This is an optimization exercise on Yosys and OpenROAD, whose aim is small area, not a production implementation. Where RTL was checked, it was by simulation tests only, not by an equivalence proof against the original. No driver is modelled on the clock port, so clock power and skew are understated where the tree is cut down; a real chip needs a root buffer or a tree. Power figures rest on the tool's default switching activity, not on a simulated workload.

==> inputs of xenon <==
Design Top_Module, start of the top module:
module Top_Module(
    input clk,
    input rst,   
    input sw,    
    input btnC,  
    input btnU,  
    input btnR,  
    output [6:0] seg,
    output [3:0] an,
    output [7:0] led
    );
==> module Top_Module, before the edit <==
module Top_Module(
    input clk,
    input rst,   
    input sw,    
    input btnC,  
    input btnU,  
    input btnR,  
    output [6:0] seg,
    output [3:0] an,
    output [7:0] led
    );
    localparam [5:0]  Z_INV = 6'b000000;
    localparam [9:0]  Y_INV = 10'b0000000000;
    localparam [5:0]  B_INV = 6'b000000;          
    localparam [13:0] C_INV = 14'b00000000000000;
    localparam [19:0] T_INV = 20'b00000000000000000000;  
    localparam [3:0]  D_INV = 4'b0000;
    reg [5:0] z_r;
    reg [9:0] y_r;
    wire [5:0] z = z_r ^ Z_INV;
    wire [9:0] y = y_r ^ Y_INV;
    localparam [9:0] Y_RESET = 10'b0101100000;    
    wire y_last  = (y == 10'b0010110000);         
    wire y_first = (y == 10'b1011000000);         
    wire rise = y_last  & (z[1:0] == 2'b01);
    wire pulse = y_first & (z[1:0] == 2'b11);
    always @(posedge clk)
        if (rst) begin
            z_r <= 6'd56 ^ Z_INV;
            y_r <= Y_RESET ^ Y_INV;
        end else begin
            z_r <= (z + 1'b1) ^ Z_INV;
            y_r <= {y[8:0], ~(y[9] ^ y[6] ^ y_last)} ^ Y_INV;
        end
    reg [5:0] b_r;
    wire [5:0] b = b_r ^ B_INV;
    wire qc = b[5], dc = b[4], qu = b[3], du = b[2], qr = b[1], dr = b[0];
    always @(posedge clk)
        if (rst)
            b_r <= B_INV;
        else if (rise)
            b_r <= {btnC, btnC & ~qc, btnU, btnU & ~qu, btnR, btnR & ~qr} ^ B_INV;
    wire clr   = dc;
    wire minup = pulse & dr;
    wire hrup  = pulse & du;
    reg [13:0] c_r;
    wire [13:0] c = c_r ^ C_INV;
    localparam [13:0] C_RESET = 14'b00010101000000;   
    wire c_last = (c == 14'b00001010100000);          
    wire run  = sw & ~clr & ~minup & ~hrup;
    wire tick = run & c_last;
    always @(posedge clk)
        if (rst)
            c_r <= C_RESET ^ C_INV;
        else if (run)
            c_r <= {c[12:0], ~(c[13] ^ c[12] ^ c_last)} ^ C_INV;
    reg [19:0] t_r;
    wire [19:0] t = t_r ^ T_INV;
    wire [1:0] h2 = t[19:18];
    wire [3:0] h1 = t[17:14];
    wire [2:0] m2 = t[13:11];
    wire [3:0] m1 = t[10:7];
    wire [2:0] s2 = t[6:4];
    wire [3:0] s1 = t[3:0];
    wire s1_9 = s1[3] & s1[0];
    wire s59  = s1_9 & s2[2] & s2[0];
    wire m1_9 = m1[3] & m1[0];
    wire m59  = m1_9 & m2[2] & m2[0];
    wire h1_9 = h1[3] & h1[0];
    wire h23  = h2[1] & h1[1] & h1[0];
    wire minc = minup | (tick & s59);
    wire hinc = (hrup & ~minup) | (tick & s59 & m59);
    function [3:0] bcd10_t(input [3:0] q);
        bcd10_t = {q[0] & (q[3] | (q[2] & q[1])), q[0] & q[1], q[0] & ~q[3], 1'b1};
    endfunction
    function [2:0] bcd6_t(input [2:0] q);
        bcd6_t = {q[0] & (q[1] | q[2]), q[0] & ~q[2], 1'b1};
    endfunction
    wire e_s2 = tick & s1_9;
    wire e_m2 = minc & m1_9;
    wire [3:0] s1_n = s1 ^ ({4{tick}} & bcd10_t(s1));
    wire [2:0] s2_n = s2 ^ ({3{e_s2}} & bcd6_t(s2));
    wire [3:0] m1_n = m1 ^ ({4{minc}} & bcd10_t(m1));
    wire [2:0] m2_n = m2 ^ ({3{e_m2}} & bcd6_t(m2));
    wire [3:0] h1_t = bcd10_t(h1) & {2'b11, ~h2[1], 1'b1};
    wire [3:0] h1_n = h1 ^ ({4{hinc}} & h1_t);
    wire [1:0] h2_n = {(h2[1] & ~(hinc & h23)) | (hinc & h1_9 & h2[0]),
                       h2[0] ^ (hinc & h1_9)};
    always @(posedge clk)
        if (rst | clr)
            t_r <= T_INV;
        else
            t_r <= {h2_n, h1_n, m2_n, m1_n, s2_n, s1_n} ^ T_INV;
    assign led = {1'b0, s2, s1};
    reg [3:0] d_r;
    wire [3:0] d = d_r ^ D_INV;
    reg [3:0] d_n;
    always @(*)
        case (z[5:4])
        2'd3: d_n = {2'b00, h2};
        2'd0: d_n = h1;
        2'd1: d_n = {1'b0, m2};
        default: d_n = m1;
        endcase
    always @(posedge clk)
        if (rst)
            d_r <= 4'd14 ^ D_INV;
        else if (z[3:0] == 4'hf)
            d_r <= d_n ^ D_INV;
    wire blank = d[3] & d[2];
    assign an = blank ? 4'b0000 : ~(4'b1000 >> z[5:4]);
    Decoder_7_segment dec (.in(d), .seg(seg));
endmodule
clock: 10.0 ns
lec_check: 0
abc_area: 1
cap_margin: 0
core_margin: 2
core_utilization: 65
place_density: 0.75
slew_margin: 0
standard.sh (not shown) runs the stock make flow with config.mk's settings and CLKGATE_MAP_FILE= SYNTH_SCRIPT=/design/flow/synth_recipe.tcl, a recipe that flattens the netlist after the stock synthesis.
==> flow/flow/run.sh <==
#!/bin/bash
# Own layout flow: ORFS's standard flow (standard.sh), with
#  - synthesis keeping the smallest of several ABC area mappings (flow/synth.tcl),
#  - port buffers of the smallest buffer cell,
#  - a few clock buffers, each driving a cluster of registers, in place of
#    ORFS's CTS (flow/cts.tcl).
set -euo pipefail
W=$(pwd)
export MY_ABC_DIR=$W/flow
SYN="SYNTH_SCRIPT=$W/flow/synth.tcl"
PORTS="BUFFER_PORTS_ARGS=-buffer_cell sky130_fd_sc_hd__buf_1"
bash standard.sh "$SYN" synth > "$W/run_synth.log" 2>&1
bash standard.sh "$SYN" "$PORTS" place > "$W/run_place.log" 2>&1
export RES=$W/orfs/results/$FLOW_PLATFORM/Top_Module/base
export CLK_NET=clk CLK_BUF=${CLK_BUF:-sky130_fd_sc_hd__clkbuf_16} CLK_K=${CLK_K:-2}
openroad -no_init -exit "$W/flow/cts.tcl" > "$W/run_cts.log" 2>&1
bash standard.sh "$SYN" "$PORTS" finish > "$W/run_finish.log" 2>&1
Other scripts of this flow, unchanged in this note and not shown: flow/flow/abc07.script, flow/flow/abc09.script, flow/flow/abc1.script, flow/flow/abc10.script, flow/flow/abc11.script, flow/flow/abc12.script, flow/flow/abc13.script, flow/flow/abc14.script, flow/flow/abc15.script, flow/flow/abc16.script, flow/flow/abc2.script, flow/flow/abc3.script, flow/flow/abc4.script, flow/flow/abc5.script, flow/flow/abc6.script, flow/flow/cts.tcl, flow/flow/synth.tcl
==> tundra (differences from xenon) <==
--- a/flow/design.v
+++ b/flow/design.v
@@ -95,7 +95,7 @@
     wire [2:0] s2_n = s2 ^ ({3{e_s2}} & bcd6_t(s2));
     wire [3:0] m1_n = m1 ^ ({4{minc}} & bcd10_t(m1));
     wire [2:0] m2_n = m2 ^ ({3{e_m2}} & bcd6_t(m2));
-    wire [3:0] h1_t = bcd10_t(h1) & {2'b11, ~h2[1], 1'b1};
+    wire [3:0] h1_t = bcd10_t(h1) & {1'b1, ~h2[1], 2'b11};
     wire [3:0] h1_n = h1 ^ ({4{hinc}} & h1_t);
     wire [1:0] h2_n = {(h2[1] & ~(hinc & h23)) | (hinc & h1_9 & h2[0]),
                        h2[0] ^ (hinc & h1_9)};
CAP_MARGIN = 20   (was 0)
CORE_UTILIZATION = 40   (was 65)
PLACE_DENSITY = 0.6   (was 0.75)
SLEW_MARGIN = 20   (was 0)
==> results.yml <==
clocking:
  clkSlewWorstSetupHoldPaths_ns: 0.11
status:
  result_of_the_run: "no timing/DRC/antenna violations"
placement:
  placed_cells_incl_taps: 380
drt:
  vias_per_cell: 5.15
setup_path:
  timing.critical_path.to: "t_r[10]"
  critical_path_max_stage_delay_ns: 0.46
finish:
  layout.cell_area.non_filler_um2: 2620
worst_hold_path:
  hold_path_depth: 1
The numbers above come from tundra.

==> results.yml <==
status:
  result_of_the_run: "no timing/DRC/antenna violations"
setup_path:
  critical_path_depth: 16
  timing.critical_path.to: "t_r[18]"
grt:
  grt_overflow_total: 0
finish:
  layout.cell_area.non_filler_um2: 2520
worst_hold_path:
  hold_path_depth: 2
clocking:
  clkSlewWorstSetupHoldPaths_ns: 0.10
drt:
  vias_per_cell: 5.50
placement:
  placed_cells_incl_taps: 346
The numbers above come from xenon.

Only the layout flow was run in xenon; the RTL was not checked for function there.

==> run A: inputs <==
Another version of the RTL of Top_Module (not shown whole).
==> module Top_Module, before the edit <==
module Top_Module(
    input clk,
    input rst,   
    input sw,    
    input btnC,  
    input btnU,  
    input btnR,  
    output [6:0] seg,
    output [3:0] an,
    output [7:0] led
    );
    localparam [5:0] Z_INV = 6'b100011;
    localparam [9:0] Y_INV = 10'b0000000000;
    localparam [5:0] B_INV = 6'b000000;          
    localparam [13:0] C_INV = 14'b00000000000000;
    localparam [19:0] T_INV = 20'b00000000000000000000;  
    localparam [3:0] D_INV = 4'b0001;
    localparam [1:0] PARTIAL = 2'b00;             
    reg [5:0] z_r;
    reg [9:0] y_r;
    wire [5:0] z = z_r ^ Z_INV;
    wire [9:0] y = y_r ^ Y_INV;
    localparam [9:0] Y_RESET = 10'b0101100000;    
    wire y_last  = PARTIAL[0] ? ({y[8:6], y[4:0]} == 8'b01010000)   
                              : (y == 10'b0010110000);
    wire y_first = PARTIAL[0] ? (y[8:0] == 9'b011000000)            
                              : (y == 10'b1011000000);
    wire rise = y_last  & (z[1:0] == 2'b01);
    wire pulse = y_first & (z[1:0] == 2'b11);
    always @(posedge clk)
        if (rst) begin
            z_r <= 6'd56 ^ Z_INV;
            y_r <= Y_RESET ^ Y_INV;
        end else begin
            z_r <= (z + 1'b1) ^ Z_INV;
            y_r <= {y[8:0], ~(y[9] ^ y[6] ^ y_last)} ^ Y_INV;
        end
    reg [5:0] b_r;
    wire [5:0] b = b_r ^ B_INV;
    wire qc = b[5], dc = b[4], qu = b[3], du = b[2], qr = b[1], dr = b[0];
    always @(posedge clk)
        if (rst)
            b_r <= B_INV;
        else if (rise)
            b_r <= {btnC, btnC & ~qc, btnU, btnU & ~qu, btnR, btnR & ~qr} ^ B_INV;
    wire clr   = dc;
    wire minup = pulse & dr;
    wire hrup  = pulse & du;
    reg [13:0] c_r;
    wire [13:0] c = c_r ^ C_INV;
    localparam [13:0] C_RESET = 14'b00010101000000;   
    wire c_last = PARTIAL[1] ? ({c[12:11], c[9:0]} == 12'b001010100000)
                             : (c == 14'b00001010100000);
    wire run  = sw & ~clr & ~minup & ~hrup;
    wire tick = run & c_last;
    always @(posedge clk)
        if (rst)
            c_r <= C_RESET ^ C_INV;
        else if (run)
            c_r <= {c[12:0], ~(c[13] ^ c[12] ^ c_last)} ^ C_INV;
    reg [19:0] t_r;
    wire [19:0] t = t_r ^ T_INV;
    wire [1:0] h2 = t[19:18];
    wire [3:0] h1 = t[17:14];
    wire [2:0] m2 = t[13:11];
    wire [3:0] m1 = t[10:7];
    wire [2:0] s2 = t[6:4];
    wire [3:0] s1 = t[3:0];
    wire s1_9 = s1[3] & s1[0];
    wire s59  = s1_9 & s2[2] & s2[0];
    wire m1_9 = m1[3] & m1[0];
    wire m59  = m1_9 & m2[2] & m2[0];
    wire h1_9 = h1[3] & h1[0];
    wire h23  = h2[1] & h1[1] & h1[0];
    wire minc = minup | (tick & s59);
    wire hinc = (hrup & ~minup) | (tick & s59 & m59);
    function [3:0] bcd10_t(input [3:0] q);
        bcd10_t = {q[0] & (q[3] | (q[2] & q[1])), q[0] & q[1], q[0] & ~q[3], 1'b1};
    endfunction
    function [2:0] bcd6_t(input [2:0] q);
        bcd6_t = {q[0] & (q[1] | q[2]), q[0] & ~q[2], 1'b1};
    endfunction
    wire e_s2 = tick & s1_9;
    wire e_m2 = minc & m1_9;
    wire [3:0] s1_n = s1 ^ ({4{tick}} & bcd10_t(s1));
    wire [2:0] s2_n = s2 ^ ({3{e_s2}} & bcd6_t(s2));
    wire [3:0] m1_n = m1 ^ ({4{minc}} & bcd10_t(m1));
    wire [2:0] m2_n = m2 ^ ({3{e_m2}} & bcd6_t(m2));
    wire [3:0] h1_t = bcd10_t(h1) & {1'b1, ~h2[1], 2'b11};
    wire [3:0] h1_n = h1 ^ ({4{hinc}} & h1_t);
    wire [1:0] h2_n = {(h2[1] & ~(hinc & h23)) | (hinc & h1_9 & h2[0]),
                       h2[0] ^ (hinc & h1_9)};
    always @(posedge clk)
        if (rst | clr)
            t_r <= T_INV;
        else
            t_r <= {h2_n, h1_n, m2_n, m1_n, s2_n, s1_n} ^ T_INV;
    assign led = {1'b0, s2, s1};
    reg [3:0] d_r;
    wire [3:0] d = d_r ^ D_INV;
    reg [3:0] d_n;
    always @(*)
        case (z[5:4])
        2'd3: d_n = {2'b00, h2};
        2'd0: d_n = h1;
        2'd1: d_n = {1'b0, m2};
        default: d_n = m1;
        endcase
    always @(posedge clk)
        if (rst)
            d_r <= 4'd14 ^ D_INV;
        else if (z[3:0] == 4'hf)
            d_r <= d_n ^ D_INV;
    wire blank = d[3] & d[2];
    assign an = blank ? 4'b0000 : ~(4'b1000 >> z[5:4]);
    Decoder_7_segment dec (.in(d), .seg(seg));
endmodule
export LEC_CHECK = 0
export ABC_AREA = 1
export CAP_MARGIN = 20
export CORE_MARGIN = 2
export CORE_UTILIZATION = 40
export GPL_TIMING_DRIVEN = 0
export PLACE_DENSITY = 0.6
export SLEW_MARGIN = 20
create_clock -name core_clock -period 10.0 [get_ports {clk}]
==> flow/flow/run.sh <==
#!/bin/bash
# Own layout flow: ORFS's standard flow (standard.sh), with
#  - synthesis keeping the smallest of several ABC area mappings (flow/synth.tcl),
#  - port buffers of the smallest buffer cell (one size up for a high-fanout input, flow/ports.tcl),
#  - a two-stage inverter clock tree, the second stage driving clusters of registers, in place of
#    ORFS's CTS (flow/cts.tcl).
set -euo pipefail
W=$(pwd)
export MY_ABC_LIST=$W/flow/abc_scripts.txt MY_ABC_TMP=$W/abc_tmp
mkdir -p "$MY_ABC_TMP"
SYN="SYNTH_SCRIPT=$W/flow/synth.tcl"
# a constant output gets the smallest buffer
MINBUF="MIN_BUF_CELL_AND_PORTS=sky130_fd_sc_hd__buf_1 A X"
PORTS="BUFFER_PORTS_ARGS=-buffer_cell sky130_fd_sc_hd__buf_1"
HOOK="PRE_RESIZE_TCL=$W/flow/ports.tcl"
export MAX_FANOUT_BUF1=16 MAX_FANOUT_X0=10
bash standard.sh "$SYN" "$MINBUF" synth > "$W/run_synth.log" 2>&1
bash standard.sh "$SYN" "$MINBUF" "$PORTS" "$HOOK" place > "$W/run_place.log" 2>&1
export RES=$W/orfs/results/$FLOW_PLATFORM/Top_Module/base
export CLK_NET=clk CLK_ROOT=${CLK_ROOT:-sky130_fd_sc_hd__inv_2} CLK_BUF=${CLK_BUF:-sky130_fd_sc_hd__inv_12} CLK_K=${CLK_K:-2}
openroad -no_init -exit "$W/flow/cts.tcl" > "$W/run_cts.log" 2>&1
bash standard.sh "$SYN" "$MINBUF" "$PORTS" "$HOOK" finish > "$W/run_finish.log" 2>&1
==> flow/flow/cts.tcl <==
# Clock distribution for a small design: the clock port drives one inverter
# (CLK_ROOT), which drives CLK_K inverters (CLK_BUF); each of those drives one
# cluster of registers (equal-size slices of the placed registers) and is
# placed at its cluster's centre.
# Replaces ORFS's CTS step: reads 3_place.odb, writes 4_1_cts.odb and 4_cts.sdc.
set R $::env(RES)
set P $::env(FLOW_HOME)/platforms/$::env(FLOW_PLATFORM)
read_liberty $P/lib/sky130_fd_sc_hd__tt_025C_1v80.lib
read_db $R/3_place.odb
read_sdc $R/3_place.sdc
source $P/setRC.tcl

set block [ord::get_db_block]
set dbu [$block getDbUnitsPerMicron]
set K $::env(CLK_K)
set pins {}
foreach it [[$block findNet $::env(CLK_NET)] getITerms] {
  set inst [$it getInst]
  set bb [$inst getBBox]
  lappend pins [list "[$inst getName]/[[$it getMTerm] getName]" \
    [expr {([$bb xMin] + [$bb xMax]) / 2.0 / $dbu}] \
    [expr {([$bb yMin] + [$bb yMax]) / 2.0 / $dbu}]]
}
set n [llength $pins]
# equal-size clusters: the sinks are cut into K slices of (nearly) equal
# count along the axis in which they spread the most
set xs {}; set ys {}
foreach p $pins { lappend xs [lindex $p 1]; lappend ys [lindex $p 2] }
set xs [lsort -real $xs]; set ys [lsort -real $ys]
set axis [expr {([lindex $xs end] - [lindex $xs 0]) >= ([lindex $ys end] - [lindex $ys 0]) ? 1 : 2}]
set sorted [lsort -real -index $axis $pins]
set groups {}; set cents {}
for {set k 0} {$k < $K} {incr k} {
  set lo [expr {($k * $n) / $K}]
  set hi [expr {(($k + 1) * $n) / $K - 1}]
  set g [lrange $sorted $lo $hi]
  set sx 0.0; set sy 0.0
  foreach p $g { set sx [expr {$sx + [lindex $p 1]}]; set sy [expr {$sy + [lindex $p 2]}] }
  lappend groups $g
  lappend cents [list [expr {$sx / [llength $g]}] [expr {$sy / [llength $g]}]]
}
# two inverting stages: the port drives one small inverter, which drives one
# larger inverter per cluster; the registers see the clock's own polarity.
set db [ord::get_db]
set clk_net [$block findNet $::env(CLK_NET)]
set cx 0.0; set cy 0.0
foreach c $cents { set cx [expr {$cx + [lindex $c 0] / $K}]; set cy [expr {$cy + [lindex $c 1] / $K}] }
set root [odb::dbInst_create $block [$db findMaster $::env(CLK_ROOT)] clkinv_root]
set root_net [odb::dbNet_create $block clknet_root]
$root_net setSigType CLOCK
[$root findITerm A] connect $clk_net
[$root findITerm Y] connect $root_net
$root setLocation [expr {int($cx * $dbu)}] [expr {int($cy * $dbu)}]
$root setPlacementStatus PLACED
for {set k 0} {$k < $K} {incr k} {
  set g [lindex $groups $k]
  if {[llength $g] == 0} { continue }
  set c [lindex $cents $k]
  set inv [odb::dbInst_create $block [$db findMaster $::env(CLK_BUF)] clkinv_$k]
  set net [odb::dbNet_create $block clknet_$k]
  $net setSigType CLOCK
  [$inv findITerm A] connect $root_net
  [$inv findITerm Y] connect $net
  $inv setLocation [expr {int([lindex $c 0] * $dbu)}] [expr {int([lindex $c 1] * $dbu)}]
  $inv setPlacementStatus PLACED
  foreach p $g {
    set it [$block findITerm [lindex $p 0]]
    $it disconnect
    $it connect $net
  }
  puts "clock inverter $k: [llength $g] sinks at ($c)"
}
detailed_placement
check_placement -verbose
set_propagated_clock [all_clocks]
estimate_parasitics -placement
report_clock_skew
report_checks -path_delay min
report_checks -path_delay max
write_db $R/4_1_cts.odb
unset_propagated_clock [all_clocks]
write_sdc -no_timestamp $R/4_cts.sdc
==> flow/flow/ports.tcl <==
set block [ord::get_db_block]
set db [ord::get_db]
set bigger [$db findMaster sky130_fd_sc_hd__buf_2]
foreach bterm [$block getBTerms] {
  if {[$bterm getIoType] ne "INPUT"} { continue }
  set net [$bterm getNet]
  if {$net eq "NULL" || [$net getSigType] eq "CLOCK"} { continue }
  foreach it [$net getITerms] {
    set inst [$it getInst]
    if {[[$inst getMaster] getName] ne "sky130_fd_sc_hd__buf_1"} { continue }
    set onet [[$inst findITerm X] getNet]
    if {$onet eq "NULL"} { continue }
    set fanout [llength [$onet getITerms]]
    if {$fanout > 1 + $::env(MAX_FANOUT_BUF1)} {
      puts "port [$bterm getName]: buffer [$inst getName] drives [expr {$fanout - 1}] pins, now buf_2"
      $inst swapMaster $bigger
    }
  }
}
foreach inst [$block getInsts] {
  set m [[$inst getMaster] getName]
  if {![regexp {^(.*)_0$} $m -> base]} { continue }
  set m1 [$db findMaster ${base}_1]
  if {$m1 eq "NULL"} { continue }
  foreach it [$inst getITerms] {
    if {![$it isOutputSignal]} { continue }
    set n [$it getNet]
    if {$n eq "NULL"} { continue }
    set fanout [expr {[llength [$n getITerms]] - 1 + [llength [$n getBTerms]]}]
    if {$fanout > $::env(MAX_FANOUT_X0)} {
      puts "cell [$inst getName] ($m) drives $fanout pins, now ${base}_1"
      $inst swapMaster $m1
    }
  }
}
Other scripts of this flow, unchanged in this note and not shown: flow/flow/abc_scripts.txt, flow/flow/synth.tcl
==> run D (differences from run A) <==
--- a/flow/design.v
+++ b/flow/design.v
@@ -22,13 +22,13 @@
     output [3:0] an,
     output [7:0] led
     );
-    localparam [5:0] Z_INV = 6'b100011;
-    localparam [9:0] Y_INV = 10'b0000000000;
-    localparam [5:0] B_INV = 6'b000000;          
+    localparam [5:0]  Z_INV = 6'b000010;
+    localparam [9:0]  Y_INV = 10'b0000000000;
+    localparam [5:0]  B_INV = 6'b000000;          
     localparam [13:0] C_INV = 14'b00000000000000;
     localparam [19:0] T_INV = 20'b00000000000000000000;  
-    localparam [3:0] D_INV = 4'b0001;
-    localparam [1:0] PARTIAL = 2'b00;             
+    localparam [3:0]  D_INV = 4'b0001;
+    localparam [1:0]  PARTIAL = 2'b11;             
     reg [5:0] z_r;
     reg [9:0] y_r;
     wire [5:0] z = z_r ^ Z_INV;
==> flow/flow/run.sh (replaced) <==
#!/bin/bash
# Own layout flow: ORFS's standard flow (standard.sh), with
#  - synthesis keeping the smallest of several ABC area mappings (flow/synth.tcl),
#  - port buffers of the smallest buffer cell,
#  - a two-stage inverter clock tree, the second stage driving clusters of registers, in place of
#    ORFS's CTS (flow/cts.tcl).
set -euo pipefail
W=$(pwd)
export MY_ABC_LIST=$W/flow/abc_scripts.txt MY_ABC_TMP=$W/abc_tmp
mkdir -p "$MY_ABC_TMP"
SYN="SYNTH_SCRIPT=$W/flow/synth.tcl"
PORTS="BUFFER_PORTS_ARGS=-buffer_cell sky130_fd_sc_hd__buf_1"
bash standard.sh "$SYN" synth > "$W/run_synth.log" 2>&1
bash standard.sh "$SYN" "$PORTS" place > "$W/run_place.log" 2>&1
export RES=$W/orfs/results/$FLOW_PLATFORM/Top_Module/base
export CLK_NET=clk CLK_ROOT=${CLK_ROOT:-sky130_fd_sc_hd__inv_2} CLK_BUF=${CLK_BUF:-sky130_fd_sc_hd__inv_12} CLK_K=${CLK_K:-2}
openroad -no_init -exit "$W/flow/cts.tcl" > "$W/run_cts.log" 2>&1
bash standard.sh "$SYN" "$PORTS" finish > "$W/run_finish.log" 2>&1
--- a/flow/flow/cts.tcl
+++ b/flow/flow/cts.tcl
@@ -1,6 +1,6 @@
 # Clock distribution for a small design: the clock port drives one inverter
 # (CLK_ROOT), which drives CLK_K inverters (CLK_BUF); each of those drives one
-# cluster of registers (equal-size slices of the placed registers) and is
+# cluster of registers (k-means on the placed register positions) and is
 # placed at its cluster's centre.
 # Replaces ORFS's CTS step: reads 3_place.odb, writes 4_1_cts.odb and 4_cts.sdc.
 set R $::env(RES)
@@ -22,22 +22,33 @@
     [expr {([$bb yMin] + [$bb yMax]) / 2.0 / $dbu}]]
 }
 set n [llength $pins]
-# equal-size clusters: the sinks are cut into K slices of (nearly) equal
-# count along the axis in which they spread the most
-set xs {}; set ys {}
-foreach p $pins { lappend xs [lindex $p 1]; lappend ys [lindex $p 2] }
-set xs [lsort -real $xs]; set ys [lsort -real $ys]
-set axis [expr {([lindex $xs end] - [lindex $xs 0]) >= ([lindex $ys end] - [lindex $ys 0]) ? 1 : 2}]
-set sorted [lsort -real -index $axis $pins]
-set groups {}; set cents {}
+# k-means, seeded with sinks spread along x
+set sorted [lsort -real -index 1 $pins]
+set cents {}
 for {set k 0} {$k < $K} {incr k} {
-  set lo [expr {($k * $n) / $K}]
-  set hi [expr {(($k + 1) * $n) / $K - 1}]
-  set g [lrange $sorted $lo $hi]
-  set sx 0.0; set sy 0.0
-  foreach p $g { set sx [expr {$sx + [lindex $p 1]}]; set sy [expr {$sy + [lindex $p 2]}] }
-  lappend groups $g
-  lappend cents [list [expr {$sx / [llength $g]}] [expr {$sy / [llength $g]}]]
+  set p [lindex $sorted [expr {int(($k + 0.5) * $n / $K)}]]
+  lappend cents [list [lindex $p 1] [lindex $p 2]]
+}
+for {set iter 0} {$iter < 50} {incr iter} {
+  set groups {}
+  for {set k 0} {$k < $K} {incr k} { lappend groups {} }
+  foreach p $pins {
+    set best 0; set bd 1e30
+    for {set k 0} {$k < $K} {incr k} {
+      set c [lindex $cents $k]
+      set d [expr {abs([lindex $p 1] - [lindex $c 0]) + abs([lindex $p 2] - [lindex $c 1])}]
+      if {$d < $bd} { set bd $d; set best $k }
+    }
+    lset groups $best [concat [lindex $groups $best] [list $p]]
+  }
+  set cents {}
+  foreach g $groups {
+    set sx 0.0; set sy 0.0
+    foreach p $g { set sx [expr {$sx + [lindex $p 1]}]; set sy [expr {$sy + [lindex $p 2]}] }
+    set m [llength $g]
+    if {$m == 0} { set m 1 }
+    lappend cents [list [expr {$sx / $m}] [expr {$sy / $m}]]
+  }
 }
 # two inverting stages: the port drives one small inverter, which drives one
 # larger inverter per cluster; the registers see the clock's own polarity.
- GPL_TIMING_DRIVEN: 0 -> default
removed: flow/flow/ports.tcl
==> notes.md <==
metric	run D	run A
Result of the run	complete, no violations	complete, no violations
Effective utilization at floorplan	0.417	0.415
Crit path required time	10.14 ns	10.15 ns
Total routing usage reported by global routing	0.147	0.139
Slew Limit Headroom	0.600	0.553
Post-synth top area share	0.520	0.526
Detailed-routed wire length on met3	172 um	123 um
Met1 Wirelength	2.29 mm	2.13 mm
FF-to-FF setup slack	6.89 ns	6.49 ns
Total power divided by cell area	141 nW/um2	144 nW/um2
Comb power	17.6 uW	20.7 uW
Via count of the first global-routing pass	1,746	1,711
Net switching power of the design	94.9 uW	95.2 uW
Final HPWL DP	3.31 mm	3.02 mm
Share of final-layout standard cells stronger than drive strength 1	0.0166	0.0133
Reported sequential group power	249 uW	250 uW
Net Sw Frac	0.265	0.264
Floorplan die area	6400 um2	6330 um2
First-pass GRT wire length	7.96 mm	7.56 mm
Capture endpoint of the worst hold path	y_r[2]	z_r[0]
Area fraction in compound gates after synthesis	0.163	0.165
Relative contribution of the clock network to total power	0.254	0.247
Final setup margin	6.09 ns	5.77 ns
Placeable core area	5540 um2	5510 um2
No run of this note takes its clock network from TritonCTS; it comes from the design's own scripts or RTL.

[port drivers added, routing unchanged]
No port has a modelled driver above. Below, the same layouts with a new extraction and two added sets of constraints.
Step 1, drivers: a clkbuf_16 drives clk and a buf_2 each remaining input, both assumed.
Step 2, shift: input delay + t, output delay - t, t = (earliest + latest rising clock arrival at the registers) / 2. This alone moves slack from input paths to output paths.
Slacks: ideal ports / drivers / drivers and shift; pairs: ideal ports / drivers.
| run | shift t [ns] | slack for setup (ns) | hold slack, ns | latest minus earliest clock arrival (ns) | pins driven straight from the clock port |
|---|---|---|---|---|---|
| xenon | 0.207 | 4.942 / 4.960 / 4.753 | 0.432 / 0.432 / 0.432 | 0.005 / 0.005 | 2 |
| tundra | 0.211 | 6.101 / 6.126 / 5.915 | 0.452 / 0.452 / 0.452 | 0.007 / 0.006 | 2 |
| run A | 0.275 | 5.771 / 5.770 / 5.496 | 0.408 / 0.408 / 0.408 | 0.006 / 0.007 | 1 |
| run D | 0.269 | 6.092 / 6.098 / 5.829 | 0.424 / 0.424 / 0.424 | 0.008 / 0.008 | 1 |
After both steps every run listed still meets setup and hold. The setup slack of run A, which loses most, moves by -0.001 ns with the drivers and by -0.275 ns with both steps.
